Background: an optimization exercise with open tools, aiming at small area and a short achievable clock period. Do not read the settings as production practice.
In this exercise RTL edits were held to simulation tests only and were not proved equivalent to the original.
Power and IR drop assume default switching activity.

$ cat design/flow/flow/area.abc
strash
&get -n
&dch -f
&nf
&put
strash
&get -n
&dch -f
&nf
&put
strash
&get -n
&dch -f
&nf
&put
buffer -c
upsize -c
dnsize -c
$ cat design/flow/config.mk
export PLATFORM = sky130hd
export DESIGN_NAME = RISCV_Processor
export DESIGN_NICKNAME = RISCV_Processor
export VERILOG_FILES = /design/flow/design.v
export SDC_FILE = /design/flow/constraint.sdc
export NUM_CORES = 8
export LEC_CHECK = 0
export CAP_MARGIN = 20
export CORE_MARGIN = 2
export CORE_UTILIZATION = 55
export PLACE_DENSITY = 0.7
export SETUP_SLACK_MARGIN = 5
export SLEW_MARGIN = 20
export TNS_END_PERCENT = 0
$ cat design/flow/flow/speed.abc
&get -n
&st
&dch
&nf
&st
&syn2
&if -g -K 6
&synch2
&nf
&st
&syn2
&if -g -K 6
&synch2
&nf
&st
&syn2
&if -g -K 6
&synch2
&nf
&st
&syn2
&if -g -K 6
&synch2
&nf
&st
&syn2
&if -g -K 6
&synch2
&nf
&put
buffer -c
topo
stime -c
upsize -c
dnsize -c
$ cat design/flow/design.v
`timescale 1ns / 1ps
module ALU(
    input  logic [31:0] a,
    input  logic [31:0] b,
    input  logic        sub,         
    input  logic        sel_sum,
    input  logic        sel_slt,     
    input  logic        uns,         
    input  logic [31:0] other,
    output logic [31:0] sum,
    output logic        lt,          
    output logic        ltu,         
    output logic [31:0] y
    );
    logic [32:0] sum_x;              
    assign sum_x = {a, 1'b1} + {b ^ {32{sub}}, sub};
    assign sum   = sum_x[32:1];
    assign ltu = (a[31] ^ b[31]) ? b[31] : sum[31];
    assign lt  = (a[31] ^ b[31]) ? a[31] : sum[31];
    assign y = sel_sum ? sum : sel_slt ? {31'd0, uns ? ltu : lt} : other;
endmodule
`timescale 1ns / 1ps
module Register_File(
    input  logic [32*31-1:0] r,      
    input  logic [31:1]      v,
    input  logic [4:0]       a,
    output logic [31:0]      q
    );
    always_comb begin
        q = 32'd0;
        for (int i = 1; i < 32; i++)
            q = q | ({32{(a == 5'(i)) & v[i]}} & r[32*(i-1) +: 32]);
    end
endmodule
`timescale 1ns / 1ps
module RISCV_Processor(
    input  logic        reset,
    input  logic        clk,
    input  logic [31:0] Instruction,
    output logic [31:0] PC_out,
    output logic [31:0] ALU_Output
    );
    logic [31:0] I;
    assign I = Instruction;
    logic b2, b3, b4, b5, b6;
    assign {b6, b5, b4, b3, b2} = I[6:2];
    logic [2:0] f3;
    assign f3 = I[14:12];
    logic is_lui, is_auipc, is_jal, is_jalr, is_br, is_ld, is_st, is_imm, is_op;
    assign is_jal   = b3;
    assign is_jalr  = b6 & b2 & ~b3;
    assign is_br    = b6 & ~b2;
    assign is_ld    = ~b6 & ~b4 & ~b5;
    assign is_st    = ~b6 & ~b4 & b5;
    assign is_lui   = ~b6 & b4 & b5 & b2;
    assign is_auipc = ~b6 & b4 & ~b5 & b2;
    assign is_imm   = ~b6 & b4 & ~b5 & ~b2;
    assign is_op    = ~b6 & b4 & b5 & ~b2;
    logic arith;                      
    assign arith = ~b6 & b4 & ~b2;
    logic [31:0] imm_is;              
    assign imm_is = {{21{I[31]}}, I[30:25], is_st ? I[11:7] : I[24:20]};
    logic [31:0] imm_pc;              
    always_comb begin
        if (b6 & ~b2)      imm_pc = {{20{I[31]}}, I[7], I[30:25], I[11:8], 1'b0};      
        else if (b6)       imm_pc = {{12{I[31]}}, I[19:12], I[20], I[30:21], 1'b0};    
        else               imm_pc = {I[31:12], 12'd0};                                 
    end
    logic [31:0] R [1:31];
    logic [31:1] rv;                  
    logic [31:0] rs1v, rs2v;
    logic [31:1] wen;
    logic [31:0] wd;
    logic        rwrite;
    assign rwrite = ~is_br & ~is_st;
    logic [32*31-1:0] Rf;             
    always_comb begin
        for (int i = 1; i < 32; i++) begin
            Rf[32*(i-1) +: 32] = R[i];
            wen[i] = (I[11:7] == 5'(i)) & rwrite;
        end
    end
    Register_File RA (.r(Rf), .v(rv), .a(I[19:15]), .q(rs1v));
    Register_File RB (.r(Rf), .v(rv), .a(I[24:20]), .q(rs2v));
    always_ff @(posedge clk or posedge reset) begin
        if (reset) rv <= '0;
        else       rv <= rv | wen;
    end
    always_ff @(posedge clk) begin
        for (int i = 1; i < 32; i++)
            if (wen[i]) R[i] <= wd;
    end
    logic [31:0] opb;
    assign opb = (is_op | is_br) ? rs2v : imm_is;
    logic sub;
    assign sub = is_br | (arith & ((f3 == 3'b010) | (f3 == 3'b011) | (is_op & I[30] & (f3 == 3'b000))));
    logic [32:0] sum;
    logic ltu, lt, eq;
    logic [31:0] alu, alu_o;
    logic        sel_sum;
    assign sel_sum = ~arith | (f3 == 3'b000);
    logic sel_slt;
    assign sel_slt = arith & (f3[2:1] == 2'b01);
    ALU AL (.a(rs1v), .b(opb), .sub(sub), .sel_sum(sel_sum), .sel_slt(sel_slt), .uns(f3[0]),
            .other(alu_o), .sum(sum[31:0]), .lt(lt), .ltu(ltu), .y(alu));
    assign sum[32] = 1'b0;
    logic [31:0] x_xor;
    assign x_xor = rs1v ^ opb;
    assign eq = ~|x_xor;
    logic [4:0] shamt;
    assign shamt = opb[4:0];
    logic [31:0] sh_in, sr_r, sll_r;
    logic        sh_left;
    assign sh_left = ~f3[2];
    always_comb begin
        for (int k = 0; k < 32; k++) begin
            sh_in[k] = sh_left ? rs1v[31 - k] : rs1v[k];
            sll_r[k] = sr_r[31 - k];
        end
    end
    assign sr_r = 32'($signed({~sh_left & I[30] & rs1v[31], sh_in}) >>> shamt);
    always_comb begin
        case (f3)
            3'b001: alu_o = sll_r;
            3'b100: alu_o = x_xor;
            3'b101: alu_o = sr_r;
            3'b110: alu_o = rs1v | opb;
            default: alu_o = rs1v & opb;
        endcase
    end
    assign ALU_Output = alu;
    logic [31:1] pc;
    assign PC_out = {pc, 1'b0};
    logic [31:0] pc4, pcimm;
    assign pc4   = PC_out + 32'd4;
    assign pcimm = PC_out + imm_pc;
    logic taken;
    assign taken = (f3[2] ? (f3[1] ? ltu : lt) : eq) ^ f3[0];
    logic [31:1] npc;
    always_comb begin
        if (is_jalr)                      npc = sum[31:1];
        else if (is_jal | (is_br & taken)) npc = pcimm[31:1];
        else                              npc = pc4[31:1];
    end
    always_ff @(posedge clk or posedge reset) begin
        if (reset) pc <= '0;
        else       pc <= npc;
    end
    logic [7:0] M [0:15];
    logic [15:0] mv;
    logic [3:0] a;
    assign a = sum[3:0];
    logic [31:0] wrot;
    always_comb begin
        case (a[1:0])
            2'd0: wrot = rs2v;
            2'd1: wrot = {rs2v[23:0], rs2v[31:24]};
            2'd2: wrot = {rs2v[15:0], rs2v[31:16]};
            default: wrot = {rs2v[7:0], rs2v[31:8]};
        endcase
    end
    logic [15:0] mwen;
    always_comb begin
        for (int j = 0; j < 16; j++) begin
            logic [3:0] d;
            d = 4'(j) - a;
            mwen[j] = is_st & ((d == 4'd0) | ((d == 4'd1) & (f3[1] | f3[0])) | ((d[3:1] == 3'd1) & f3[1]));
        end
    end
    always_ff @(posedge clk or posedge reset) begin
        if (reset) mv <= '0;
        else       mv <= mv | mwen;
    end
    always_ff @(posedge clk) begin
        for (int j = 0; j < 16; j++)
            if (mwen[j]) M[j] <= wrot[8*(j%4) +: 8];
    end
    logic [8:0] E [0:15];
    logic [8:0] bw [0:3];
    logic [8:0] lb [0:3];
    always_comb begin
        for (int j = 0; j < 16; j++) E[j] = {mv[j], M[j]};
        for (int b = 0; b < 4; b++) begin
            logic [1:0] w;
            w = a[3:2] + {1'b0, (2'(b) < a[1:0])};
            case (w)
                2'd0: bw[b] = E[b];
                2'd1: bw[b] = E[4 + b];
                2'd2: bw[b] = E[8 + b];
                default: bw[b] = E[12 + b];
            endcase
        end
        for (int k = 0; k < 4; k++) begin
            case (a[1:0])
                2'd0: lb[k] = bw[k];
                2'd1: lb[k] = bw[(k + 1) % 4];
                2'd2: lb[k] = bw[(k + 2) % 4];
                default: lb[k] = bw[(k + 3) % 4];
            endcase
        end
    end
    logic [7:0] by0, by1, by2, by3;
    assign by0 = lb[0][7:0] & {8{lb[0][8]}};
    assign by1 = lb[1][7:0] & {8{lb[1][8]}};
    assign by2 = lb[2][7:0] & {8{lb[2][8]}};
    assign by3 = lb[3][7:0] & {8{lb[3][8]}};
    logic lsign;
    assign lsign = ~f3[2] & (f3[0] ? by1[7] : by0[7]);
    logic [31:0] ldata;
    assign ldata = {f3[1] ? {by3, by2} : {16{lsign}},
                    (f3[1] | f3[0]) ? by1 : {8{lsign}},
                    by0};
    always_comb begin
        if (is_ld)                  wd = ldata;
        else if (is_lui)            wd = imm_pc;
        else if (is_auipc)          wd = pcimm;
        else if (is_jal | is_jalr)  wd = pc4;
        else                        wd = alu;
    end
endmodule
$ cat design/flow/constraint.sdc
create_clock -name core_clock -period 13.0 [get_ports {clk}]
set_input_delay 2.6000 -clock core_clock [delete_from_list [all_inputs] [get_ports {clk}]]
set_output_delay 2.6000 -clock core_clock [all_outputs]
set_load 0.01 [all_outputs]
$ cat design/flow/standard.sh
#!/bin/bash
# synth_recipe.tcl (not shown) runs the flow's synth.tcl, then flattens the netlist and writes it again
# the make line also repeats each setting of config.mk as NAME=value (left out here)
make -C /OpenROAD-flow-scripts/flow DESIGN_CONFIG=/design/flow/config.mk WORK_HOME=/design/flow/orfs CLKGATE_MAP_FILE= SYNTH_SCRIPT=/design/flow/synth_recipe.tcl "${@:-finish}"
$ cat design/flow/flow/run.sh
#!/bin/bash
# Layout flow: the standard ORFS flow (standard.sh) with these changes.
#  1. Synthesis is synth_recipe.tcl unchanged except for its ABC technology-mapping
#     call. The modules ALU (adder and output select) and Register_File (one read
#     port) are kept apart until that call, which maps ALU with ORFS's speed script
#     (flow/speed.abc), Register_File with a delay-relaxed area script
#     (flow/relaxed.abc) and the rest with an area script (flow/area.abc).
#     synth_recipe.tcl then flattens the design as usual. Registers are mapped
#     before ABC runs and all sit in the top module, so they are the standard
#     synthesis's.
#  2. Clock tree synthesis uses clkbuf_8 buffers, clusters of at most 12 sinks
#     within 50 um, and inserts no dummy loads.
#  3. Ports are buffered with buf_1 cells; timing repair resizes them where needed.
# Each tool's full output goes to the ORFS logs under orfs/logs/, and make's own
# output to flow_make.log, in the folder this runs in.
set -euo pipefail
W=$(pwd)

{
  cat <<'TCL'
proc abc {args} {
  set i [lsearch -exact $args -script]
  set j [expr {$i + 1}]
  set done [list]
  foreach {m sc} $::env(OWN_ABC_MAP) {
    yosys abc {*}[lreplace $args $j $j $sc] $m
    lappend done $m
  }
  foreach m [split [string trim [tee -q -s result.string select -list-mod *]] "\n"] {
    if {[lsearch -exact $done $m] < 0} {
      yosys abc {*}[lreplace $args $j $j $::env(OWN_ABC_SCRIPT)] $m
    }
  }
}
TCL
  cat "$W/synth_recipe.tcl"
} > "$W/own_synth.tcl"
export OWN_ABC_SCRIPT="$W/flow/area.abc"
export OWN_ABC_MAP="ALU $W/flow/speed.abc Register_File $W/flow/relaxed.abc"

sed -e "s#SYNTH_SCRIPT=[^ ]*#SYNTH_SCRIPT=$W/own_synth.tcl#" "$W/standard.sh" > "$W/own_standard.sh"
grep -q "SYNTH_SCRIPT=$W/own_synth.tcl" "$W/own_standard.sh"

bash "$W/own_standard.sh" \
  "SYNTH_KEEP_MODULES=ALU Register_File" \
  "CTS_ARGS=-sink_clustering_enable -repair_clock_nets -buf_list sky130_fd_sc_hd__clkbuf_8 -dont_use_dummy_load -sink_clustering_size 12 -sink_clustering_max_diameter 50" \
  "BUFFER_PORTS_ARGS=-buffer_cell sky130_fd_sc_hd__buf_1" \
  finish > "$W/flow_make.log" 2>&1
test -s "$W/out/final.def"
$ cat design/flow/flow/relaxed.abc
strash
&get -n
&dch -f
&nf -R 30
&put
strash
&get -n
&dch -f
&nf -R 30
&put
strash
&get -n
&dch -f
&nf -R 30
&put
buffer -c
upsize -c
dnsize -c
==> impl_metrics.py, run 1 <==
metrics = {
    "run_status": {
        "status": "no timing/DRC/antenna violations",
    },
    "detailed_routing": {
        "wire_per_inst_um": 36.33,
        "vias": 52290,
        "vias_per_cell": 7.717,
        "drtIter0Drc": 9434,
        "route.detailed.drc": 0,
        "dr.pass1.iters": 13,
        "wirelength_mm": 246.2,
        "postRouteAntennaNets": 0,
    },
    "sta": {
        "relSlewSlack_pct": 19.33,
        "fin_crit_sh_pct": 79.12,
        "setup_slack_ps": 2715,
        "finalMaxSlewViolations": 0,
        "fin_crit_ps": 10280,
        "rsz0062_at_grt": "true",
        "fmax_mhz": 97.23,
        "tightest_slew_ps": 1210,
        "finalSetupTns_ps": 0,
        "holdWs_ps": 471.6,
        "timing.final.hold_violations": 0,
        "skew_ps": 114.3,
        "setup_viol_count_final": 0,
    },
    "placement": {
        "placed_cells_incl_taps": 6510,
        "hpwl_mm": 156.6,
        "gp_congestion": 1.115,
        "numPortBuffers": 94,
        "dp_slack_ps": 1260,
    },
    "floorplan": {
        "coreArea_mm2": 0.1110,
        "num_rows": 122,
        "die_w_um": 339.0,
        "dieArea_mm2": 0.1149,
        "initial_core_util_pct": 55.62,
        "die_y_um": 339.0,
        "num_io_pins": 98,
    },
    "worst_setup_path": {
        "cp-start-kind": "input pin",
        "reg2regPathDepth": 27,
        "worstPathArrival_ps": 7680,
        "criticalPathCategory": "in2out",
        "cp-end-kind": "primary output",
        "crit_path_max_fanout": 9,
        "critPathRequiredTime_ps": 10400,
    },
    "finish": {
        "final_cell_count_no_fill": 6776,
        "area.growth.synth_to_final_pct": 11.35,
        "layout_commonest_cell": "edfxtp_1",
        "fillers": 8776,
        "drive_gt1_share_pct": 17.05,
        "nets": 5467,
        "final_cell_mix": "edfxtp_1, a22oi_1, nand2_1, buf_4, o21ai_0",
    },
    "clocking": {
        "cts_tree": "yes",
        "clk_pin_slew_ps": 50,
        "clk_latency_ps": 880,
        "cts_max_level": 4,
        "cts.path.max_buffers": 3,
        "hold_buffers": 0,
        "cts.sinks": 1198,
        "cts_buffers": 131,
        "cts_root_buffer": "clkbuf_8",
    },
    "yosys": {
        "synth_cell_type_count": 98,
        "yosys_most_used_dff": "edfxtp_1",
        "ys_ff_latch": 1198,
        "synth_enable_flop_cells": 1120,
        "syn_inst": 5138,
        "synth_nets": 5319,
        "synthesis.area_mm2": 0.06172,
        "yosysWarningCount": 7,
        "syn_area_per_cell_um2": 12.01,
        "synthArstFlopShare_pct": 6.511,
        "seq_area_frac_synth_pct": 57.65,
    },
    "min_path": {
        "min_path_cells": 1,
        "min_path_type": "reg2reg",
    },
    "global_routing": {
        "grt_pass1_vias": 49310,
        "grt_util_all_layers_pct": 41.35,
        "grt_max_degree": 117,
        "grt-ovfl-total": 0,
        "antenna_found_initial": 12,
        "grt_pass1_wl_mm": 342.7,
    },
    "pwr": {
        "p_per_area_mw_per_mm2": 172.6,
        "ir_drop_mv": 0.1069,
        "cellLeakagePower_nw": 22.93,
        "total_power_w": 0.01186,
    },
    "flow_run": {
        "cap_viol_max_count": 0,
    },
}
power by group:
group | internal (W) | switching (W) | leakage (nW)
registers | 0.00483 | 0.000208 | 11.0
logic | 0.00141 | 0.00327 | 11.0
clock network | 0.000895 | 0.00126 | 0.942
total | 0.00713 | 0.00473 | 22.9
Yosys stat by module (local to each module, per instance):
module | cells inside | area, um^2
RISCV_Processor | 3207 | 47830
Register_File | 783 | 5659
ALU | 365 | 2570
layout make-up:
cell class | instances | area (um^2) | share of cell area [%]
tap | 1488 | 1862 | 2.709
multi-input combinational | 3428 | 25810 | 37.56
sequential | 1198 | 35580 | 51.77
clock buffer | 131 | 1803 | 2.623
inverter | 108 | 420.4 | 0.6117
timing repair buffer | 419 | 3238 | 4.711
antenna | 4 | 10.01 | 0.01456
registers in the layout, indices dropped and copies added, names as in the netlist:
signal / flops
rv: 31
R: 992
M: 128
mv: 16
pc: 31
path summary, 6_finish.rpt:
path,start,end,slack (ps)
max in group asynchronous,reset,pc[15]$_DFF_PP0_,9900
min in group asynchronous,reset,mv[7]$_DFF_PP0_,1730
worst min register to register,mv[0]$_DFF_PP0_,mv[0]$_DFF_PP0_,470
worst min-delay path,mv[0]$_DFF_PP0_,mv[0]$_DFF_PP0_,470
worst max-delay path,Instruction[22],ALU_Output[28],2720
worst max register to register,rv[8]$_DFF_PP0_,R[11][31]$_DFFE_PP_,4630
cells in the mapped netlist (42+ instances only):
cell	count	area [um^2]
a221oi_1	175	1533
nor3_1	56	280.3
or2_2	58	362.9
nand2_1	297	1115
a21oi_1	247	1236
nor2_1	227	852.1
a22oi_1	485	3641
dfrtp_1	78	1952
edfxtp_1	1120	33630
o21a_1	42	315.3
a22o_1	232	2032
a222oi_1	140	1401
nand3_1	62	310.3
clkbuf_1	342	1284
or3_1	76	475.5
o211ai_1	42	315.3
ha_1	146	1827
xor2_1	68	595.6
a32oi_1	72	630.6
xnor2_1	51	446.7
o21ai_0	253	1266
inv_1	105	394.1
nand4_1	216	1351
worst max-delay path, stage by stage:
cell      delay (ps)
buf_8            160
nand2b_4         240
nor4bb_4          60
buf_4            170
buf_12           160
buf_4            160
a22o_1           190
a221oi_1         280
nand4_1          350
or3_4            550
o21a_1           300
xor2_1           170
ha_1             420
a21o_1           220
a21o_1           170
a21oi_1          200
nor4b_4          400
nor3_2           110
or4_1            410
o211ai_1         140
buf_2            180
routing by layer:
layer | share of wire, % | global-route usage [%] | up-vias
li1 | - | - | 21270
met2 | 42 | 59.83 | 4520
met4 | 8.7 | 30.06 | 18
met3 | 15 | 13.20 | 1164
met1 | 34 | 52.30 | 25320
met5 | 0.051 | 0 | -
metrics by stage:
stage | utilization [%] | area (um^2)
after floorplan | - | 61980
after global routing | 61.93 | 68720
after global placement | 58.26 | 64650
after detailed placement | 58.27 | 64660
final | 61.93 | 68730
after CTS | 61.03 | 67720
cell families after synthesis:
group	after synthesis	synth area share, %
compound gates	1941	23.67
xor+xnor	119	1.689
fa+ha+maj	149	3.024
buf+inv	516	3.345
flops	1198	57.65
mux	50	0.9244
other cells	1	0.006076
simple gates	1164	9.688
timing repair:
item | 4_1_cts | 5_1_grt
resized for setup | 189 | 114
cloned | 6 | 2
buffers inserted | 60 | 63
pin swaps | 54 | 87
setup endpoints to repair | 1327 | 1065
==> run 2, diff against run 1 <==
--- a/design/flow/design.v
+++ b/design/flow/design.v
@@ -4,11 +4,11 @@
     input  logic [31:0] b,
     input  logic        sub,         
-    input  logic        sel_sum,
-    input  logic        sel_slt,     
-    input  logic        uns,         
-    input  logic [31:0] other,
+    input  logic        arith,       
+    input  logic [2:0]  f3,
+    input  logic        i30,         
     output logic [31:0] sum,
     output logic        lt,          
     output logic        ltu,         
+    output logic        eq,          
     output logic [31:0] y
     );
@@ -18,11 +18,35 @@
     assign ltu = (a[31] ^ b[31]) ? b[31] : sum[31];
     assign lt  = (a[31] ^ b[31]) ? a[31] : sum[31];
-    assign y = sel_sum ? sum : sel_slt ? {31'd0, uns ? ltu : lt} : other;
+    logic [31:0] x_xor;
+    assign x_xor = a ^ b;
+    assign eq = ~|x_xor;
+    logic [31:0] sh_in, sr_r, sll_r;
+    logic        sh_left;
+    assign sh_left = ~f3[2];
+    always_comb begin
+        for (int k = 0; k < 32; k++) begin
+            sh_in[k] = sh_left ? a[31 - k] : a[k];
+            sll_r[k] = sr_r[31 - k];
+        end
+    end
+    assign sr_r = 32'($signed({~sh_left & i30 & a[31], sh_in}) >>> b[4:0]);
+    always_comb begin
+        if (~arith) y = sum;
+        else case (f3)
+            3'b000: y = sum;
+            3'b001: y = sll_r;
+            3'b010: y = {31'd0, lt};
+            3'b011: y = {31'd0, ltu};
+            3'b100: y = x_xor;
+            3'b101: y = sr_r;
+            3'b110: y = a | b;
+            default: y = a & b;
+        endcase
+    end
 endmodule
 `timescale 1ns / 1ps
 module Register_File(
     input  logic [32*31-1:0] r,      
-    input  logic [31:1]      v,
-    input  logic [4:0]       a,
+    input  logic [31:1]      sel,
     output logic [31:0]      q
     );
@@ -30,5 +54,18 @@
         q = 32'd0;
         for (int i = 1; i < 32; i++)
-            q = q | ({32{(a == 5'(i)) & v[i]}} & r[32*(i-1) +: 32]);
+            q = q | ({32{sel[i]}} & r[32*(i-1) +: 32]);
+    end
+endmodule
+module RF_Decode(
+    input  logic [31:1] v,
+    input  logic [4:0]  a,
+    output logic [31:1] sel
+    );
+    logic [3:0] lo;
+    logic [7:0] hi;
+    always_comb begin
+        for (int k = 0; k < 4; k++) lo[k] = (a[1:0] == 2'(k));
+        for (int k = 0; k < 8; k++) hi[k] = (a[4:2] == 3'(k));
+        for (int i = 1; i < 32; i++) sel[i] = lo[i % 4] & hi[i / 4] & v[i];
     end
 endmodule
@@ -81,6 +118,9 @@
         end
     end
-    Register_File RA (.r(Rf), .v(rv), .a(I[19:15]), .q(rs1v));
-    Register_File RB (.r(Rf), .v(rv), .a(I[24:20]), .q(rs2v));
+    logic [31:1] selA, selB;
+    RF_Decode DA (.v(rv), .a(I[19:15]), .sel(selA));
+    RF_Decode DB (.v(rv), .a(I[24:20]), .sel(selB));
+    Register_File RA (.r(Rf), .sel(selA), .q(rs1v));
+    Register_File RB (.r(Rf), .sel(selB), .q(rs2v));
     always_ff @(posedge clk or posedge reset) begin
         if (reset) rv <= '0;
@@ -95,38 +135,8 @@
     logic sub;
     assign sub = is_br | (arith & ((f3 == 3'b010) | (f3 == 3'b011) | (is_op & I[30] & (f3 == 3'b000))));
-    logic [32:0] sum;
-    logic ltu, lt, eq;
-    logic [31:0] alu, alu_o;
-    logic        sel_sum;
-    assign sel_sum = ~arith | (f3 == 3'b000);
-    logic sel_slt;
-    assign sel_slt = arith & (f3[2:1] == 2'b01);
-    ALU AL (.a(rs1v), .b(opb), .sub(sub), .sel_sum(sel_sum), .sel_slt(sel_slt), .uns(f3[0]),
-            .other(alu_o), .sum(sum[31:0]), .lt(lt), .ltu(ltu), .y(alu));
-    assign sum[32] = 1'b0;
-    logic [31:0] x_xor;
-    assign x_xor = rs1v ^ opb;
-    assign eq = ~|x_xor;
-    logic [4:0] shamt;
-    assign shamt = opb[4:0];
-    logic [31:0] sh_in, sr_r, sll_r;
-    logic        sh_left;
-    assign sh_left = ~f3[2];
-    always_comb begin
-        for (int k = 0; k < 32; k++) begin
-            sh_in[k] = sh_left ? rs1v[31 - k] : rs1v[k];
-            sll_r[k] = sr_r[31 - k];
-        end
-    end
-    assign sr_r = 32'($signed({~sh_left & I[30] & rs1v[31], sh_in}) >>> shamt);
-    always_comb begin
-        case (f3)
-            3'b001: alu_o = sll_r;
-            3'b100: alu_o = x_xor;
-            3'b101: alu_o = sr_r;
-            3'b110: alu_o = rs1v | opb;
-            default: alu_o = rs1v & opb;
-        endcase
-    end
+    logic [31:0] sum, alu;
+    logic        ltu, lt, eq;
+    ALU AL (.a(rs1v), .b(opb), .sub(sub), .arith(arith), .f3(f3), .i30(I[30]),
+            .sum(sum), .lt(lt), .ltu(ltu), .eq(eq), .y(alu));
     assign ALU_Output = alu;
     logic [31:1] pc;
--- a/design/flow/flow/run.sh
+++ b/design/flow/flow/run.sh
@@ -2,11 +2,12 @@
 # Layout flow: the standard ORFS flow (standard.sh) with these changes.
 #  1. Synthesis is synth_recipe.tcl unchanged except for its ABC technology-mapping
-#     call. The modules ALU (adder and output select) and Register_File (one read
-#     port) are kept apart until that call, which maps ALU with ORFS's speed script
-#     (flow/speed.abc), Register_File with a delay-relaxed area script
-#     (flow/relaxed.abc) and the rest with an area script (flow/area.abc).
-#     synth_recipe.tcl then flattens the design as usual. Registers are mapped
-#     before ABC runs and all sit in the top module, so they are the standard
-#     synthesis's.
+#     call. The modules ALU, Register_File (one read port's AND-OR) and RF_Decode
+#     (one read port's select decoder) are kept apart until that call, which maps
+#     ALU with ORFS's area script (flow/map.abc), RF_Decode with ORFS's speed
+#     script (flow/speed.abc), Register_File with a delay-relaxed area-recovering
+#     script (flow/relaxed.abc) and the rest with an area-recovering script
+#     (flow/area.abc). synth_recipe.tcl then flattens the design as usual.
+#     Registers are mapped before ABC runs and all sit in the top module, so they
+#     are the standard synthesis's.
 #  2. Clock tree synthesis uses clkbuf_8 buffers, clusters of at most 12 sinks
 #     within 50 um, and inserts no dummy loads.
@@ -37,5 +38,5 @@
 } > "$W/own_synth.tcl"
 export OWN_ABC_SCRIPT="$W/flow/area.abc"
-export OWN_ABC_MAP="ALU $W/flow/speed.abc Register_File $W/flow/relaxed.abc"
+export OWN_ABC_MAP="ALU $W/flow/map.abc RF_Decode $W/flow/speed.abc Register_File $W/flow/relaxed.abc"
 
 sed -e "s#SYNTH_SCRIPT=[^ ]*#SYNTH_SCRIPT=$W/own_synth.tcl#" "$W/standard.sh" > "$W/own_standard.sh"
@@ -43,5 +44,5 @@
 
 bash "$W/own_standard.sh" \
-  "SYNTH_KEEP_MODULES=ALU Register_File" \
+  "SYNTH_KEEP_MODULES=ALU Register_File RF_Decode" \
   "CTS_ARGS=-sink_clustering_enable -repair_clock_nets -buf_list sky130_fd_sc_hd__clkbuf_8 -dont_use_dummy_load -sink_clustering_size 12 -sink_clustering_max_diameter 50" \
   "BUFFER_PORTS_ARGS=-buffer_cell sky130_fd_sc_hd__buf_1" \
==> design/flow/flow/map.abc (new file) <==
strash
dch
map -B 0.9
topo
stime -c
buffer -c
upsize -c
dnsize -c
--- a/design/flow/config.mk
+++ b/design/flow/config.mk
@@ -8,6 +8,5 @@
 export CAP_MARGIN = 20
 export CORE_MARGIN = 2
-export CORE_UTILIZATION = 55
-export PLACE_DENSITY = 0.7
+export CORE_UTILIZATION = 40
 export SETUP_SLACK_MARGIN = 5
 export SLEW_MARGIN = 20
==> run 2 against run 1 <==
Clock power grew 2%. Cell area increased by 3.8%. Highest routed layer unchanged. Clock skew grew 11 ps. Critical path type unchanged. Cell count is 14% higher. Largest cell class unchanged. Worst hold slack worse by 9.8 ps.
==> impl_metrics.py, run 2 <==
metrics = {
    "clocking": {
        "cts_root_buffer": "clkbuf_8",
        "clk_latency_ps": 910,
        "clk_pin_slew_ps": 50,
        "cts_tree": "yes",
        "hold_buffers": 0,
        "cts_buffers": 135,
        "cts.path.max_buffers": 3,
        "cts.sinks": 1198,
        "cts_max_level": 4,
    },
    "finish": {
        "fillers": 14150,
        "top_regs": "R: 992 flops, M: 128 flops",
        "drive_gt1_share_pct": 20.34,
        "multi_input_area_mm2": 0.02671,
        "largest_reg_flops": 992,
        "layout_commonest_cell": "edfxtp_1",
        "area.growth.synth_to_final_pct": 14.54,
        "nets": 5853,
        "final_cell_mix": "edfxtp_1, nand2_1, a22oi_1, buf_4, nand3_1",
        "regArea_mm2": 0.03558,
        "top_register": "R",
        "final_util_pct": 46.22,
    },
    "pwr": {
        "pwr-share-clk_pct": 18.2,
        "p_per_area_mw_per_mm2": 169.8,
        "p_sw_share_pct": 40.23,
        "p_seq_share_pct": 41.6,
        "p_switching_w": 0.004875,
        "cellLeakagePower_nw": 24.57,
        "ir_drop_mv": 0.1143,
        "total_power_w": 0.01212,
        "intPower_w": 0.007243,
        "power_frac_comb_pct": 40.2,
    },
    "worst_setup_path": {
        "cp-start-kind": "input pin",
        "criticalPathCategory": "in2out",
        "cp_common_cell": "nand3_1",
        "critPathSlowestCell": "nand4_1",
        "critPathRequiredTime_ps": 10400,
        "worstPathArrival_ps": 7190,
        "crit_path_max_fanout": 22,
        "cp-end-kind": "primary output",
        "path_cells": "buf_1 > buf_4 > and3b_2 > and3_2 > buf_4 > a221oi_1 > nand4_1 > nor2_4 > nand4_1 > buf_4 > buf_4 > o21ai_1 > nand2_1 > nand3_1 > nand3_1 > nand3_1 > nand3_1 > nand3_1 > nand4_1 > nand2_1 > nand2_1 > buf_1",
        "slowest_delay_ps": 430,
    },
    "yosys": {
        "synthArstFlopShare_pct": 6.511,
        "synth_cell_type_count": 86,
        "yosys-top-cells-count": "edfxtp_1, nand2_1, a22oi_1",
        "seq_area_frac_synth_pct": 57.11,
        "synthesis.area_mm2": 0.06231,
        "yosys_most_used_dff": "edfxtp_1",
        "yosysTopAreaCell": "edfxtp_1",
        "syn_inst": 5358,
        "synth_top_area_share_pct": 53.97,
        "ys_ff_latch": 1198,
        "synth.most_common_cell": "edfxtp_1",
        "synth_enable_flop_cells": 1120,
        "synth_nets": 5539,
        "ys_top_cells_by_area": "edfxtp_1, a22oi_1, a22o_1, dfrtp_1, nand2_1",
        "yosysWarningCount": 9,
        "syn_area_per_cell_um2": 11.63,
    },
    "sta": {
        "finalMaxSlewViolations": 0,
        "fmax_mhz": 102.1,
        "fin_crit_sh_pct": 75.33,
        "rsz0062_at_grt": "true",
        "setup_viol_count_final": 0,
        "relSlewSlack_pct": 20.41,
        "finalSetupTns_ps": 0,
        "skew_ps": 125.1,
        "tightest_slew_ps": 1181,
        "fin_crit_ps": 9793,
        "timing.final.hold_violations": 0,
    },
    "detailed_routing": {
        "wl_met3_mm": 31.40,
        "postRouteAntennaNets": 0,
        "top_layer": "met5",
        "vias_per_cell": 6.864,
        "met1_length_mm": 97.85,
        "route.detailed.drc": 0,
        "wirelength_mm": 262.2,
        "wire_per_inst_um": 33.94,
        "drtIter0Drc": 8176,
        "met2_length_mm": 116.0,
        "vias": 53030,
        "dr.pass1.iters": 13,
    },
    "global_routing": {
        "grt-ovfl-total": 0,
        "grt_pass1_wl_mm": 362.8,
        "grt_pass1_vias": 49700,
        "grt_util_all_layers_pct": 31.98,
        "grt_max_degree": 114,
        "antenna_found_initial": 9,
    },
    "min_path": {
        "min_path_type": "reg2reg",
    },
    "floorplan": {
        "initial_core_util_pct": 40.36,
        "num_io_pins": 98,
        "num_rows": 144,
        "die_w_um": 398.7,
        "coreArea_mm2": 0.1544,
        "die_y_um": 398.7,
        "dieArea_mm2": 0.1590,
    },
    "placement": {
        "gp_congestion": 1.013,
        "numPortBuffers": 94,
        "hpwl_mm": 168.6,
    },
    "flow_run": {
        "cap_viol_max_count": 0,
    },
    "run_status": {
        "status": "no timing/DRC/antenna violations",
    },
}
-- run 2: metal layers --
| layer | vias to the layer above | global-route usage, % |
|---|---|---|
| met3 | 793 | 8.588 |
| met5 | - | 0 |
| met4 | 10 | 17.06 |
| met1 | 26460 | 41.11 |
| met2 | 3720 | 49.27 |
| li1 | 22050 | - |
-- run 2: path summary, 6_finish.rpt --
kind	start	to	slack (ps)	depth (start not counted)
worst max-delay path	Instruction[16]	ALU_Output[2]	3210	22
worst min-delay path	mv[14]$_DFF_PP0_	mv[14]$_DFF_PP0_	460	1
worst max register to register	rv[23]$_DFF_PP0_	R[27][17]$_DFFE_PP_	4900	24
worst min register to register	mv[14]$_DFF_PP0_	mv[14]$_DFF_PP0_	460	1
max in group asynchronous	reset	pc[17]$_DFF_PP0_	9840	3
min in group asynchronous	reset	rv[2]$_DFF_PP0_	1800	2
-- run 2: cell families (layout without fill, tap and decap cells) --
| logic type | Yosys count | count (layout) | synth area share, % |
|---|---|---|---|
| simple gates | 1674 | 1692 | 12.91 |
| flops | 1198 | 1198 | 57.11 |
| xor+xnor | 106 | 106 | 1.544 |
| fa+ha+maj | 147 | 147 | 2.964 |
| other cells | 1 | 13 | 0.006018 |
| compound gates | 1690 | 1690 | 21.12 |
| mux | 36 | 36 | 0.7911 |
| buf+inv | 506 | 800 | 3.556 |
-- run 2: per-stage QoR --
step	hold WS, ps	instances	instance area (um^2)	setup slack [ps]
floorplan	433.7	5358	62690	4311
detailed placement	451.2	7326	65610	1253
CTS	468.8	7675	70560	3462
global route	480.3	7721	71360	3163
global placement	449.3	7326	65610	1291
finish	461.8	7726	71370	3207
-- run 2: what timing repair did --
item                       in CTS  in global routing
pin swaps                     189                105
buffers inserted              195                 37
resized for setup             352                106
gates cloned                   19                  2
setup endpoints to repair    1322               1059
-- run 2: worst max-delay path: cells and delay by family --
kind / cells / cell delay, ps
buf+inv: 6 / 1190
simple gates: 14 / 2720
compound gates: 2 / 600
-- run 2: layout make-up --
cell class / instances / share of cell area, %
Multi-Input combinational cell: 3672 / 37.43
Sequential cell: 1198 / 49.86
Timing Repair Buffer: 520 / 5.684
Inverter: 143 / 0.7871
Clock buffer: 135 / 2.603
Antenna cell: 12 / 0.04207
Tap cell: 2044 / 3.583
Timing Repair inverter: 2 / 0.01753
-- run 2: Yosys stat by module, one instance, submodules excluded --
module	flops+latches	copies in the design	cells inside	cell area [um^2]
RISCV_Processor	1198	1	2585	43950
ALU	0	1	1277	6934
Register_File	0	2	701	5398
RF_Decode	0	2	47	317.8
-- run 2: power groups by stage --
stage                     Sequential, W  Combinational, W  Clock [W]
after floorplan                 0.00505           0.00264          0
after global placement          0.00509           0.00428          0
after detailed placement        0.00510           0.00433          0
after CTS                       0.00502           0.00463    0.00222
after global routing            0.00505           0.00511    0.00236
final                           0.00504           0.00487    0.00220
==> run 3, diff against run 2 <==
--- a/design/flow/design.v
+++ b/design/flow/design.v
@@ -51,9 +51,12 @@
     output logic [31:0]      q
     );
-    always_comb begin
-        q = 32'd0;
-        for (int i = 1; i < 32; i++)
-            q = q | ({32{sel[i]}} & r[32*(i-1) +: 32]);
-    end
+    logic [31:0] t [0:31];
+    always_comb begin
+        t[0] = 32'd0;
+        for (int i = 1; i < 32; i++) t[i] = {32{sel[i]}} & r[32*(i-1) +: 32];
+        for (int w = 16; w >= 1; w = w / 2)
+            for (int i = 0; i < w; i++) t[i] = t[2*i] | t[2*i + 1];
+    end
+    assign q = t[0];
 endmodule
 module RF_Decode(
==> run 3 against run 2 <==
The layout now fails its checks (max-capacitance violations, max-slew violations). Maximum frequency about the same. Register-to-register slack better by 190 ps. Die area down 1.2%. Synthesized cell count down 1.8%. Total power up 0.21%. First-iteration DRC count down 3.3%. Critical path depth down 1. Global-route usage up 1.6 points. Largest cell class unchanged. Largest power group unchanged.
==> impl_metrics.py, run 3 <==
metrics = {
    "sta": {
        "skew_ps": 150.1,
        "setup_slack_ps": 3201,
        "rsz0062_at_grt": "true",
        "relSlewSlack_pct": -49.25,
        "finalSetupTns_ps": 0,
        "finalMaxSlewViolations": 3,
        "tightest_slew_ps": 2215,
        "setup_viol_count_final": 0,
        "fin_crit_sh_pct": 75.38,
        "fin_crit_ps": 9799,
        "fmax_mhz": 102.1,
        "timing.final.hold_violations": 0,
    },
    "yosys": {
        "yosysTopAreaCell": "edfxtp_1",
        "syn_area_per_cell_um2": 11.70,
        "synth.area.mux_share_pct": 1.113,
        "synthXorXnorAreaFrac_pct": 1.707,
        "synthArstFlopShare_pct": 6.511,
        "synth_top_family_by_area": "compound AO/OA/AOI/OAI gates",
        "synth.most_common_cell": "edfxtp_1",
        "synthesis.area_mm2": 0.06158,
        "yosys.area_share.simple_pct": 12.88,
        "synth-compound-area-share_pct": 19.88,
        "seq_area_frac_synth_pct": 57.78,
        "yosys-top-cells-count": "edfxtp_1, a22oi_1, nand2_1",
        "synth_nets": 5443,
        "yosys_most_used_dff": "edfxtp_1",
        "synth_cell_type_count": 83,
        "synth_top_area_share_pct": 54.61,
        "syn_inst": 5262,
        "ys_ff_latch": 1198,
        "ys_top_cells_by_area": "edfxtp_1, a22oi_1, dfrtp_1, ha_1, nand2_1",
        "yosysWarningCount": 10,
        "synth_enable_flop_cells": 1120,
        "synth_adder_area_share_pct": 2.999,
    },
    "detailed_routing": {
        "vias_per_cell": 6.968,
        "wire_per_inst_um": 36.23,
        "route.detailed.drc": 0,
        "vias": 52480,
        "wirelength_mm": 272.9,
        "dr.pass1.iters": 10,
        "postRouteAntennaNets": 0,
        "drtIter0Drc": 7907,
    },
    "worst_setup_path": {
        "crit_path_max_fanout": 42,
        "cp-start-kind": "input pin",
        "worstPathArrival_ps": 7200,
        "cp-end-kind": "primary output",
        "critPathRequiredTime_ps": 10400,
        "criticalPathCategory": "in2out",
    },
    "finish": {
        "top_regs": "R: 992 flops, M: 128 flops",
        "fin_area_mm2": 0.07050,
        "top_register": "R",
        "final_cell_count_no_fill": 7532,
        "layout_commonest_cell": "edfxtp_1",
        "area.growth.synth_to_final_pct": 14.47,
        "nets": 5677,
        "drive_gt1_share_pct": 18.98,
        "largest_reg_flops": 992,
        "fillers": 13940,
        "final_cell_mix": "edfxtp_1, a22oi_1, nand2_1, nand3_1, buf_4",
    },
    "clocking": {
        "cts_buffers": 138,
        "cts_max_level": 4,
        "clk_latency_ps": 950,
        "cts.path.max_buffers": 3,
        "cts.sinks": 1198,
        "cts_root_buffer": "clkbuf_8",
        "clk_pin_slew_ps": 70,
        "cts_tree": "yes",
    },
    "floorplan": {
        "initial_core_util_pct": 40.40,
        "coreArea_mm2": 0.1524,
        "die_w_um": 396.4,
        "die_y_um": 396.4,
        "num_io_pins": 98,
        "dieArea_mm2": 0.1571,
        "num_rows": 143,
    },
    "run_status": {
        "so.violations": "max-capacitance violations, max-slew violations",
        "status": "failed layout checks",
    },
    "pwr": {
        "ir_drop_mv": 0.09984,
        "cellLeakagePower_nw": 23.92,
        "total_power_w": 0.01214,
        "p_per_area_mw_per_mm2": 172.3,
    },
    "placement": {
        "dp_slack_ps": 1194,
        "placed_cells_incl_taps": 7206,
        "postPlaceCellArea_mm2": 0.06490,
        "hpwl_mm": 173.8,
        "numPortBuffers": 94,
        "gp_congestion": 1.019,
    },
    "global_routing": {
        "grt_max_degree": 103,
        "grt_pass1_vias": 49290,
        "grt_pass1_wl_mm": 373.6,
        "grt-ovfl-total": 0,
        "antenna_found_initial": 19,
        "grt_util_all_layers_pct": 33.59,
    },
    "flow_run": {
        "cap_viol_max_count": 1,
    },
    "min_path": {
        "min_path_type": "reg2reg",
    },
}
run 3: changes by cell type after synthesis, sizes merged, moves of 15 or more:
cell    change
mux2i      -16
o21ai      -20
clkbuf     +27
a22o       -59
nand2      -34
a221oi     -63
a22oi     +119
mux4       +15
or3        +66
nor2       -74
buf        -28
run 3: critical path: stages:
cell,delay [ps]
buf_12,130
buf_8,140
and3b_2,250
and3_4,250
buf_12,170
a222oi_1,260
nand4_1,460
or3_4,570
nand2_1,120
o21ai_4,90
buf_4,290
inv_6,290
nand3_1,140
nand3_1,160
nand3_1,130
nand3_1,170
nand3_1,90
nand3_1,190
o211ai_1,190
nand2_1,210
buf_1,200
run 3: repair_timing:
| item | 4_1_cts | 5_1_grt |
|---|---|---|
| gates resized for setup | 426 | 42 |
| pin swaps | 184 | 58 |
| setup buffers | 136 | 9 |
| hold buffers | 0 | 0 |
| setup endpoints to repair | 1231 | 1055 |
| cloned | 30 | 1 |
run 3: metal layers:
metal / vias to the layer above / part of all wire (%) / track usage (%)
met1: 25880 / 36 / 42.67
li1: 21580 / - / -
met3: 967 / 13 / 10.73
met2: 4035 / 43 / 50.63
met5: - / 0.092 / 0.4310
met4: 24 / 7.1 / 18.78
run 3: layout make-up:
cell class / count / area (um^2) / share of cell area [%]
inverters: 141 / 548.0 / 0.7774
flip-flops and latches: 1198 / 35580 / 50.48
multi-input cells: 3583 / 26330 / 37.35
clock buffers: 138 / 1899 / 2.694
diodes: 8 / 20.02 / 0.02840
repair buffers: 432 / 3556 / 5.044
repair inverters: 2 / 15.01 / 0.02130
well taps: 2030 / 2540 / 3.603
run 3: cells by family after synthesis:
kind of cell	after synthesis
simple gates	1614
flops	1198
xor+xnor	117
other cells	1
mux	35
buf+inv	503
compound gates	1647
fa+ha+maj	147
run 3: path summary, 6_finish.rpt:
path,start,endpoint,slack [ps],depth (start not counted)
min reg2reg,mv[9]$_DFF_PP0_,mv[9]$_DFF_PP0_,470,1
min in group asynchronous,reset,mv[0]$_DFF_PP0_,1680,2
min,mv[9]$_DFF_PP0_,mv[9]$_DFF_PP0_,470,1
max,Instruction[24],ALU_Output[11],3200,21
max in group asynchronous,reset,pc[4]$_DFF_PP0_,9930,3
max reg2reg,rv[1]$_DFF_PP0_,R[6][27]$_DFFE_PP_,5090,28
run 3: through the flow:
step / utilization [%] / hold WS, ps
6_report: 46.24 / 469.5
5_1_grt: 46.24 / 487.1
4_1_cts: 45.98 / 474.4
3_5_place_dp: 42.57 / 455.8
3_3_place_gp: 42.57 / 446.1
2_1_floorplan: - / 433.7
run 3: Yosys stat by module (local to each module, per instance):
module,cells inside,copies in the design,area [um^2]
ALU,1277,1,6934
Register_File,701,2,5221
RF_Decode,47,2,317.8
RISCV_Processor,2489,1,43570
run 3: report_power, final:
part	total [W]	internal, W	leakage [nW]	switching (W)
sequential	0.00506	0.00483	11.0	0.000226
clock	0.00223	0.000940	0.992	0.00129
combinational	0.00486	0.00150	11.9	0.00336
==> run 4, diff against run 3 <==
--- a/design/flow/config.mk
+++ b/design/flow/config.mk
@@ -8,5 +8,6 @@
 export CAP_MARGIN = 20
 export CORE_MARGIN = 2
-export CORE_UTILIZATION = 40
+export CORE_UTILIZATION = 55
+export PLACE_DENSITY = 0.7
 export SETUP_SLACK_MARGIN = 5
 export SLEW_MARGIN = 20
==> run 4 against run 3 <==
The layout still fails its checks (max-capacitance violations, max-slew violations). Cell count shrank 7.1%. Worst hold slack lost 1.1 ps. Synthesized area is the same. Critical path depth shrank 1. Clock power shrank 3%. First-iteration DRC count grew 26%. Worst setup slack gained 22 ps. Count of clock-buffer cells in the layout shrank 6. Combinational power shrank 1%. Synthesized cell count is the same. Die area shrank 27%. Largest power group unchanged. Highest routed layer unchanged.
==> impl_metrics.py, run 4 <==
metrics = {
    "run_status": {
        "status": "failed layout checks",
        "so.violations": "max-capacitance violations, max-slew violations",
    },
    "yosys": {
        "yosysWarningCount": 10,
        "synth.most_common_cell": "edfxtp_1",
        "synth_top_area_share_pct": 54.61,
        "synthArstFlopShare_pct": 6.511,
        "yosysTopAreaCell": "edfxtp_1",
        "yosys-top-cells-count": "edfxtp_1, a22oi_1, nand2_1",
        "seq_area_frac_synth_pct": 57.78,
        "syn_area_per_cell_um2": 11.70,
        "synth_nets": 5443,
        "ys_ff_latch": 1198,
        "yosys_most_used_dff": "edfxtp_1",
        "synth_cell_type_count": 83,
        "ys_top_cells_by_area": "edfxtp_1, a22oi_1, dfrtp_1, ha_1, nand2_1",
        "synthesis.area_mm2": 0.06158,
        "synth_enable_flop_cells": 1120,
        "syn_inst": 5262,
    },
    "worst_setup_path": {
        "cp.depth": 20,
        "cp-end-kind": "primary output",
        "rrSetupSlack_ps": 4920,
        "path_delay_family": "simple AND/OR/NAND/NOR gates",
        "critPathRequiredTime_ps": 10400,
        "r2r_start": "rv[19]$_DFF_PP0_",
        "cp-start-kind": "input pin",
        "worstPathArrival_ps": 7180,
        "cp_common_cell": "nand2_1",
        "path_cells": "buf_8 > and3b_2 > and3_4 > bufbuf_16 > a22o_1 > a221oi_1 > nand4_1 > or3_4 > a21o_2 > xor2_1 > ha_2 > nand2_2 > nor2_1 > inv_1 > o21ai_2 > a31oi_1 > xnor2_1 > nand2_1 > nand2_1 > buf_1",
        "crit_path_start": "Instruction[21]",
        "crit_path_max_fanout": 12,
        "timing.rr.end": "R[11][28]$_DFFE_PP_",
        "critPathSlowestCell": "or3_4",
        "worstSetupEndpoint": "ALU_Output[17]",
        "reg2regPathDepth": 25,
        "slowest_delay_ps": 500,
        "path_buf_inv": 4,
        "criticalPathCategory": "in2out",
    },
    "clocking": {
        "cts_root_buffer": "clkbuf_8",
        "cts_max_level": 4,
        "clk_pin_slew_ps": 70,
        "hold_buffers": 0,
        "cts.sinks": 1198,
        "cts_buffers": 132,
        "cts_tree": "yes",
        "clk_latency_ps": 860,
        "cts.path.max_buffers": 3,
    },
    "floorplan": {
        "die_w_um": 338.6,
        "coreArea_mm2": 0.1108,
        "num_rows": 122,
        "dieArea_mm2": 0.1147,
        "die_y_um": 338.6,
        "num_io_pins": 98,
        "initial_core_util_pct": 55.57,
    },
    "sta": {
        "relSlewSlack_pct": -12.50,
        "finalMaxSlewViolations": 9,
        "setup_slack_ps": 3223,
        "fin_crit_ps": 9777,
        "skew_ps": 89.41,
        "rsz0062_at_grt": "true",
        "tightest_slew_ps": 1670,
        "timing.final.hold_violations": 0,
        "fin_crit_sh_pct": 75.21,
        "finalSetupTns_ps": 0,
        "fmax_mhz": 102.3,
        "setup_viol_count_final": 0,
    },
    "finish": {
        "top_regs": "R: 992 flops, M: 128 flops",
        "fillers": 8812,
        "drive_gt1_share_pct": 19.30,
        "final_cell_mix": "edfxtp_1, a22oi_1, nand2_1, nand3_1, buf_4",
        "layout_commonest_cell": "edfxtp_1",
        "area.growth.synth_to_final_pct": 13.48,
        "top_register": "R",
        "largest_reg_flops": 992,
        "nets": 5679,
    },
    "global_routing": {
        "grt_util_all_layers_pct": 43.77,
        "grt-ovfl-total": 0,
        "grt_pass1_vias": 50140,
        "antenna_found_initial": 19,
        "grt_pass1_wl_mm": 359.4,
        "grt_max_degree": 103,
    },
    "placement": {
        "numPortBuffers": 94,
        "dp_slack_ps": 1413,
        "hpwl_mm": 163.8,
        "gp_congestion": 1.057,
    },
    "pwr": {
        "ir_drop_mv": 0.1179,
        "cellLeakagePower_nw": 24.01,
        "p_per_area_mw_per_mm2": 171.9,
    },
    "detailed_routing": {
        "vias": 53380,
        "dr.pass1.iters": 14,
        "wire_per_inst_um": 37.13,
        "vias_per_cell": 7.633,
        "drtIter0Drc": 9970,
        "wirelength_mm": 259.7,
        "route.detailed.drc": 0,
        "postRouteAntennaNets": 0,
    },
    "flow_run": {
        "cap_viol_max_count": 3,
    },
    "min_path": {
        "min_path_type": "reg2reg",
    },
}
run 4: worst min-delay path by stage:
stage / start / endpoint / slack (ps) / depth (start not counted)
floorplan: mv[14]$_DFF_PP0_ / mv[14]$_DFF_PP0_ / 430 / 1
global placement: mv[6]$_DFF_PP0_ / mv[6]$_DFF_PP0_ / 450 / 1
detailed placement: mv[5]$_DFF_PP0_ / mv[5]$_DFF_PP0_ / 450 / 1
CTS: mv[5]$_DFF_PP0_ / mv[5]$_DFF_PP0_ / 470 / 1
global route: mv[10]$_DFF_PP0_ / mv[10]$_DFF_PP0_ / 490 / 1
finish: mv[5]$_DFF_PP0_ / mv[5]$_DFF_PP0_ / 470 / 1
run 4: final cells by class:
type	instances	area [um^2]	share of cell area [%]
diodes	10	25.02	0.03581
clock buffers	132	1817	2.600
inverters	141	555.5	0.7949
multi-input cells	3578	26300	37.63
flip-flops and latches	1198	35580	50.92
well taps	1488	1862	2.664
repair buffers	445	3726	5.332
repair inverters	2	15.01	0.02148
run 4: routing by layer:
metal | GRT usage (%) | vias up | part of all wire [%]
met4 | 28.57 | 18 | 8.0
met5 | 0 | - | 0.043
li1 | - | 21560 | -
met1 | 54.79 | 25890 | 34
met2 | 63.82 | 4751 | 42
met3 | 16.25 | 1163 | 16
run 4: power by group:
part           switching [W]  total [W]  internal [W]
logic                0.00330    0.00480       0.00150
clock network        0.00126    0.00216      0.000902
registers           0.000224    0.00506       0.00483
run 4: per-stage QoR:
step | total power, W | instances | cell area, um^2 | hold slack, ps | util [%]
6_report | 0.01202 | 6994 | 69880 | 468.4 | 63.06
5_1_grt | 0.01233 | 6989 | 69870 | 491.7 | 63.05
4_1_cts | 0.01165 | 6940 | 68930 | 468.2 | 62.20
3_5_place_dp | 0.009219 | 6659 | 64150 | 453.0 | 57.89
3_3_place_gp | 0.009155 | 6659 | 64150 | 446.9 | 57.89
2_1_floorplan | 0.007599 | 5262 | 62050 | 433.7 | -
run 4: kinds of logic after synthesis:
kind of cell / count (synthesis) / synth area share [%]
flip-flops: 1198 / 57.78
AND/OR/NAND/NOR: 1614 / 12.88
XOR/XNOR: 117 / 1.707
buffers and inverters: 503 / 3.629
adder cells (fa/ha/maj): 147 / 2.999
other: 1 / 0.006089
AO/OA/AOI/OAI: 1647 / 19.88
multiplexers: 35 / 1.113
run 4: worst reg2reg max path: cells and delay by family, from the launching register on:
kind                     cells  cell delay (ps)
adder cells (fa/ha/maj)      2              650
AND/OR/NAND/NOR              7             1700
multiplexers                 1              430
buffers and inverters        5              970
AO/OA/AOI/OAI                8             2860
flip-flops                   1              530
XOR/XNOR                     2              610
run 4: what timing repair did:
| action | 4_1_cts | 5_1_grt |
|---|---|---|
| pin swaps | 140 | 120 |
| gates resized for setup | 376 | 123 |
| setup buffers | 126 | 36 |
| gates cloned | 23 | 4 |
| setup endpoints to repair | 1234 | 1055 |
run 4: modules after synthesis, one instance, submodules excluded:
module,cells inside,area (um^2),flip-flops and latches,copies in the design
RF_Decode,47,317.8,0,2
RISCV_Processor,2489,43570,1198,1
Register_File,701,5221,0,2
ALU,1277,6934,0,1
==> run 5, diff against run 4 <==
--- a/design/flow/flow/run.sh
+++ b/design/flow/flow/run.sh
@@ -13,4 +13,6 @@
 #     within 50 um, and inserts no dummy loads.
 #  3. Ports are buffered with buf_1 cells; timing repair resizes them where needed.
+#  4. Timing repair does not clone gates (a clone can overload its driver, and
+#     no design repair runs after the last timing repair).
 # Each tool's full output goes to the ORFS logs under orfs/logs/, and make's own
 # output to flow_make.log, in the folder this runs in.
@@ -47,4 +49,5 @@
   "CTS_ARGS=-sink_clustering_enable -repair_clock_nets -buf_list sky130_fd_sc_hd__clkbuf_8 -dont_use_dummy_load -sink_clustering_size 12 -sink_clustering_max_diameter 50" \
   "BUFFER_PORTS_ARGS=-buffer_cell sky130_fd_sc_hd__buf_1" \
+  "SKIP_GATE_CLONING=1" \
   finish > "$W/flow_make.log" 2>&1
 test -s "$W/out/final.def"
==> run 5 against run 4 <==
Now clean on timing, DRC and antenna. Routed wire length down 3.0%. Critical path depth up 6. Non-clock buffer count down 18. Worst setup slack worse by 78 ps. Synthesized cell count unchanged. Cell count down 0.63%. Utilization down 0.68 points. Clock power about the same. Total power down 1.1%. Global-route usage down 1.1 points. Count of clock-buffer cells in the layout unchanged. Largest cell class unchanged. Largest power group unchanged.
==> impl_metrics.py, run 5 <==
metrics = {
    "yosys": {
        "yosys-top-cells-count": "edfxtp_1, a22oi_1, nand2_1",
        "synth.most_common_cell": "edfxtp_1",
        "synth_enable_flop_cells": 1120,
        "yosysTopAreaCell": "edfxtp_1",
        "yosys_most_used_dff": "edfxtp_1",
        "synth_nets": 5443,
        "seq_area_frac_synth_pct": 57.78,
        "syn_area_per_cell_um2": 11.70,
        "synthArstFlopShare_pct": 6.511,
        "synth_cell_type_count": 83,
        "ys_top_cells_by_area": "edfxtp_1, a22oi_1, dfrtp_1, ha_1, nand2_1",
        "synth_top_area_share_pct": 54.61,
        "ys_ff_latch": 1198,
        "yosysWarningCount": 10,
        "syn_inst": 5262,
        "synthesis.area_mm2": 0.06158,
    },
    "floorplan": {
        "num_rows": 122,
        "num_io_pins": 98,
        "coreArea_mm2": 0.1108,
        "dieArea_mm2": 0.1147,
        "die_y_um": 338.6,
        "initial_core_util_pct": 55.57,
        "die_w_um": 338.6,
    },
    "clocking": {
        "cts_tree": "yes",
        "cts_buffers": 132,
        "hold_buffers": 0,
        "clk_pin_slew_ps": 70,
        "cts_root_buffer": "clkbuf_8",
        "cts.path.max_buffers": 3,
        "clk_latency_ps": 870,
        "cts.sinks": 1198,
        "cts_max_level": 4,
    },
    "worst_setup_path": {
        "cp-start-kind": "input pin",
        "criticalPathCategory": "in2out",
        "crit_path_max_fanout": 8,
        "reg2regPathDepth": 27,
        "critPathRequiredTime_ps": 10400,
        "rrSetupSlack_ps": 5340,
        "cp_common_cell": "nand2_1",
        "r2r_start": "rv[7]$_DFF_PP0_",
        "worstSetupEndpoint": "ALU_Output[30]",
        "crit_path_start": "Instruction[24]",
        "critPathSlowestCell": "or3_4",
        "timing.rr.end": "R[16][22]$_DFFE_PP_",
        "slowest_delay_ps": 500,
        "worstPathArrival_ps": 7250,
        "cp-end-kind": "primary output",
    },
    "finish": {
        "final_cell_mix": "edfxtp_1, a22oi_1, nand2_1, nand3_1, buf_4",
        "nets": 5642,
        "top_regs": "R: 992 flops, M: 128 flops",
        "final_cell_count_no_fill": 6950,
        "largest_reg_flops": 992,
        "area.growth.synth_to_final_pct": 12.26,
        "top_register": "R",
        "layout_commonest_cell": "edfxtp_1",
        "drive_gt1_share_pct": 18.06,
    },
    "placement": {
        "gp_congestion": 1.057,
        "placed_cells_incl_taps": 6659,
        "dp_slack_ps": 1413,
        "hpwl_mm": 163.8,
        "numPortBuffers": 94,
    },
    "global_routing": {
        "antenna_found_initial": 13,
        "grt_pass1_wl_mm": 351.9,
        "grt_util_all_layers_pct": 42.62,
        "grt_max_degree": 103,
        "grt-ovfl-total": 0,
        "grt_pass1_vias": 49790,
    },
    "run_status": {
        "status": "no timing/DRC/antenna violations",
    },
    "pwr": {
        "ir_drop_mv": 0.1179,
        "p_per_area_mw_per_mm2": 171.8,
        "cellLeakagePower_nw": 23.71,
        "total_power_w": 0.01188,
    },
    "sta": {
        "finalSetupTns_ps": 0,
        "timing.final.hold_violations": 0,
        "fin_crit_sh_pct": 75.81,
        "setup_viol_count_final": 0,
        "setup_slack_ps": 3145,
        "skew_ps": 85.44,
        "fin_crit_ps": 9855,
        "relSlewSlack_pct": 19.16,
        "tightest_slew_ps": 1210,
        "rsz0062_at_grt": "true",
        "fmax_mhz": 101.5,
        "finalMaxSlewViolations": 0,
    },
    "detailed_routing": {
        "vias": 52620,
        "route.detailed.drc": 0,
        "vias_per_cell": 7.572,
        "wirelength_mm": 251.9,
        "drtIter0Drc": 9389,
        "wire_per_inst_um": 36.25,
        "dr.pass1.iters": 13,
        "postRouteAntennaNets": 0,
    },
    "flow_run": {
        "cap_viol_max_count": 0,
    },
    "min_path": {
        "min_path_type": "reg2reg",
    },
}
==> run 5: how the worst min path moves through the flow <==
stage / startpoint / to / depth (start not counted)
global placement: mv[6]$_DFF_PP0_ / mv[6]$_DFF_PP0_ / 1
finish: mv[5]$_DFF_PP0_ / mv[5]$_DFF_PP0_ / 1
global route: mv[10]$_DFF_PP0_ / mv[10]$_DFF_PP0_ / 1
CTS: mv[5]$_DFF_PP0_ / mv[5]$_DFF_PP0_ / 1
detailed placement: mv[5]$_DFF_PP0_ / mv[5]$_DFF_PP0_ / 1
floorplan: mv[14]$_DFF_PP0_ / mv[14]$_DFF_PP0_ / 1
==> run 5: power by group <==
group,leakage [nW],switching (W),internal [W]
sequential,11.0,0.000215,0.00483
combinational,11.7,0.00320,0.00148
clock,0.949,0.00126,0.000902
total,23.7,0.00467,0.00721
==> run 5: layout make-up <==
cell class	instances	area (um^2)
Clock buffer	132	1817
Multi-Input combinational cell	3561	25820
Tap cell	1488	1862
Fill cell	8905	41690
Sequential cell	1198	35580
Antenna cell	3	7.507
Timing Repair Buffer	427	3485
Inverter	141	555.5
==> run 5: kinds of logic after synthesis <==
logic type / count (synthesis) / share of synthesized area (%)
flops: 1198 / 57.78
compound gates: 1647 / 19.88
simple gates: 1614 / 12.88
fa+ha+maj: 147 / 2.999
mux: 35 / 1.113
buf+inv: 503 / 3.629
xor+xnor: 117 / 1.707
other cells: 1 / 0.006089
==> run 5: metrics by stage <==
stage                     hold slack (ps)  instance area, um^2  util (%)
after floorplan                     433.7                62050         -
after global placement              446.9                64150     57.89
after detailed placement            453.0                64150     57.89
after CTS                           468.2                68450     61.77
after global routing                491.7                69130     62.38
final                               469.0                69130     62.38
==> run 5: per-module statistics from Yosys (local to each module, per instance) <==
module	cells	area [um^2]	copies in the design	flops+latches
ALU	1277	6934	1	0
Register_File	701	5221	2	0
RF_Decode	47	317.8	2	0
RISCV_Processor	2489	43570	1	1198
==> run 5: layer usage <==
layer  up-vias  GRT usage (%)  share of wire (%)
li1      21450              -                  -
met3      1062          14.05                 15
met1     25610          54.24                 34
met2      4488          62.92                 43
met5         -              0              0.057
met4        12          26.93                7.8
==> run 5: worst max-delay path: cells and delay by family <==
family	cells	cell delay (ps)
fa+ha+maj	1	370
simple gates	11	2000
compound gates	6	1130
xor+xnor	1	150
buf+inv	7	970
==> run 5: timing repair <==
item	4_1_cts	5_1_grt
endpoints found under the setup margin	1234	1055
resized for setup	322	87
setup buffers	121	34
pin swaps	129	106
==> run 6, diff against run 5 <==
--- a/design/flow/config.mk
+++ b/design/flow/config.mk
@@ -8,6 +8,5 @@
 export CAP_MARGIN = 20
 export CORE_MARGIN = 2
-export CORE_UTILIZATION = 55
-export PLACE_DENSITY = 0.7
+export CORE_UTILIZATION = 40
 export SETUP_SLACK_MARGIN = 5
 export SLEW_MARGIN = 20
==> run 6 against run 5 <==
Non-clock buffer count up 12. Utilization is 16 points lower. Worst setup slack gained 130 ps. Die area increased by 37%. Critical path type unchanged. Still clean. Sequential share of layout area shrank 0.97 points. Cell area grew 1.9%.
==> impl_metrics.py, run 6 <==
metrics = {
    "run_status": {
        "status": "no timing/DRC/antenna violations",
    },
    "yosys": {
        "yosysWarningCount": 10,
        "yosysTopAreaCell": "edfxtp_1",
        "syn_area_per_cell_um2": 11.70,
        "synthArstFlopShare_pct": 6.511,
        "ys_top_cells_by_area": "edfxtp_1, a22oi_1, dfrtp_1, ha_1, nand2_1",
        "yosys-top-cells-count": "edfxtp_1, a22oi_1, nand2_1",
        "synthesis.area_mm2": 0.06158,
        "seq_area_frac_synth_pct": 57.78,
        "syn_inst": 5262,
        "yosys_most_used_dff": "edfxtp_1",
        "synth_enable_flop_cells": 1120,
        "synth_cell_type_count": 83,
        "ys_ff_latch": 1198,
        "synth_nets": 5443,
        "synth_top_area_share_pct": 54.61,
        "synth.most_common_cell": "edfxtp_1",
    },
    "placement": {
        "numPortBuffers": 94,
        "gp_congestion": 1.019,
        "dp_slack_ps": 1194,
        "postPlaceCellArea_mm2": 0.06490,
        "hpwl_mm": 173.8,
    },
    "worst_setup_path": {
        "worstPathArrival_ps": 7120,
        "crit_path_max_fanout": 23,
        "cp-end-kind": "primary output",
        "critPathRequiredTime_ps": 10400,
        "cp-start-kind": "input pin",
        "criticalPathCategory": "in2out",
        "reg2regPathDepth": 27,
    },
    "detailed_routing": {
        "wire_per_inst_um": 35.47,
        "vias": 51640,
        "vias_per_cell": 6.866,
        "postRouteAntennaNets": 0,
        "route.detailed.drc": 0,
        "wirelength_mm": 266.8,
        "drtIter0Drc": 7725,
        "dr.pass1.iters": 12,
    },
    "sta": {
        "fin_crit_ps": 9721,
        "skew_ps": 159.2,
        "setup_slack_ps": 3279,
        "fmax_mhz": 102.9,
        "rsz0062_at_grt": "true",
        "relSlewSlack_pct": 20.14,
        "finalSetupTns_ps": 0,
        "timing.final.hold_violations": 0,
        "setup_viol_count_final": 0,
        "finalMaxSlewViolations": 0,
        "fin_crit_sh_pct": 74.77,
        "tightest_slew_ps": 1191,
    },
    "floorplan": {
        "num_rows": 143,
        "coreArea_mm2": 0.1524,
        "die_y_um": 396.4,
        "num_io_pins": 98,
        "initial_core_util_pct": 40.40,
        "dieArea_mm2": 0.1571,
        "die_w_um": 396.4,
    },
    "pwr": {
        "p_sw_share_pct": 39.81,
        "p_per_area_mw_per_mm2": 171.2,
        "total_power_w": 0.01206,
        "ir_drop_mv": 0.1006,
        "intPower_w": 0.007260,
        "pwr-share-clk_pct": 18.5,
        "cellLeakagePower_nw": 23.87,
        "p_seq_share_pct": 41.8,
        "power_frac_comb_pct": 39.7,
        "p_switching_w": 0.004802,
    },
    "clocking": {
        "cts_max_level": 4,
        "cts_root_buffer": "clkbuf_8",
        "cts.sinks": 1198,
        "hold_buffers": 0,
        "cts.path.max_buffers": 3,
        "clk_latency_ps": 960,
        "clk_pin_slew_ps": 70,
        "cts_tree": "yes",
        "cts_buffers": 138,
    },
    "finish": {
        "nets": 5660,
        "largest_reg_flops": 992,
        "fillers": 13940,
        "area.growth.synth_to_final_pct": 14.41,
        "fin_area_mm2": 0.07046,
        "final_util_pct": 46.22,
        "top_register": "R",
        "final_cell_mix": "edfxtp_1, a22oi_1, nand2_1, nand3_1, buf_4",
        "top_regs": "R: 992 flops, M: 128 flops",
        "drive_gt1_share_pct": 19.04,
        "layout_commonest_cell": "edfxtp_1",
    },
    "min_path": {
        "min_path_cells": 1,
        "min_path_type": "reg2reg",
    },
    "global_routing": {
        "grt_max_degree": 103,
        "grt_pass1_wl_mm": 365.1,
        "grt-ovfl-total": 0,
        "antenna_found_initial": 16,
        "grt_pass1_vias": 48820,
        "grt_util_all_layers_pct": 32.69,
    },
    "flow_run": {
        "cap_viol_max_count": 0,
    },
}
==> run 6: cell counts after synthesis <==
Identical to the previous run, type by type.
==> run 6: path summary, 6_finish.rpt <==
check / start / endpoint / slack [ps]
max in group asynchronous: reset / pc[4]$_DFF_PP0_ / 9940
min in group asynchronous: reset / mv[0]$_DFF_PP0_ / 1670
worst min register to register: mv[9]$_DFF_PP0_ / mv[9]$_DFF_PP0_ / 470
worst max register to register: rv[2]$_DFF_PP0_ / R[22][23]$_DFFE_PP_ / 5330
worst max-delay path: Instruction[19] / ALU_Output[17] / 3280
worst min-delay path: mv[9]$_DFF_PP0_ / mv[9]$_DFF_PP0_ / 470
==> run 6: final cells by class <==
cell class,instances,area [um^2],area share (%)
Timing Repair Buffer,439,3734,5.299
Inverter,141,548.0,0.7778
Sequential cell,1198,35580,50.50
Antenna cell,14,35.03,0.04972
Multi-Input combinational cell,3561,26120,37.07
Tap cell,2030,2540,3.605
Clock buffer,138,1899,2.696
==> run 6: timing repair <==
item	4_1_cts	5_1_grt
setup buffers	131	31
gates resized for setup	349	109
endpoints found under the setup margin	1231	1051
pin swaps	165	133
==> run 6: layer usage <==
layer | track usage, % | vias to the layer above | share of wire (%)
met3 | 9.394 | 817 | 12
met4 | 17.61 | 16 | 6.6
met5 | 0 | - | 0.046
met2 | 49.50 | 3597 | 44
li1 | - | 21500 | -
met1 | 42.32 | 25710 | 37
==> run 6: kinds of logic (layout without fill, tap and decap cells) <==
family                     after synthesis  count (layout)  synth area share (%)
AOI/OAI and AO/OA                     1647            1647                 19.88
xor gates and xnor gates               117             117                 1.707
adders and majority gates              147             147                 2.999
buffers and inverters                  503             718                 3.629
DFF                                   1198            1198                 57.78
muxes                                   35              35                 1.113
other                                    1              15              0.006089
and+or+nand+nor                       1614            1614                 12.88
==> run 6: stage by stage <==
step,cells,hold WS (ps)
floorplan,5262,433.7
global placement,7206,446.1
detailed placement,7206,455.8
CTS,7475,474.4
global route,7513,487.1
finish,7521,469.7
==> run 6: worst max-delay path: stages <==
cell and delay [ps]:
buf_1 70, buf_4 200, nor3b_2 350, and3_2 820, buf_4 360, a22oi_1 100
nand4_1 140, or3_1 460, inv_1 180, nand2_1 110, o21ai_1 130, o21ai_1 230
nand2_1 90, o211ai_1 130, nand3_1 170, nand3_1 220, nand3_1 100, nand3_1 110
nand2_1 150, nand2_1 170, buf_1 180
==> run 6: power groups by stage <==
stage | registers, W | clock network, W | logic, W
5_1_grt | 0.00505 | 0.00239 | 0.00500
6_report | 0.00504 | 0.00223 | 0.00479
4_1_cts | 0.00503 | 0.00225 | 0.00455
3_3_place_gp | 0.00511 | 0 | 0.00421
3_5_place_dp | 0.00511 | 0 | 0.00425
2_1_floorplan | 0.00505 | 0 | 0.00255
==> run 6: per-module statistics from Yosys (local to each module, per instance) <==
module | area, um^2 | copies in the design | flops+latches
ALU | 6934 | 1 | 0
RF_Decode | 317.8 | 2 | 0
RISCV_Processor | 43570 | 1 | 1198
Register_File | 5221 | 2 | 0

Setup slack of run 6, layout unchanged: 3.279 ns with ideal ports, 3.245 ns with driving cells assumed (clock clkbuf_16, inputs buf_2), 2.777 ns with port delays also shifted by the 0.951 ns mid clock arrival.
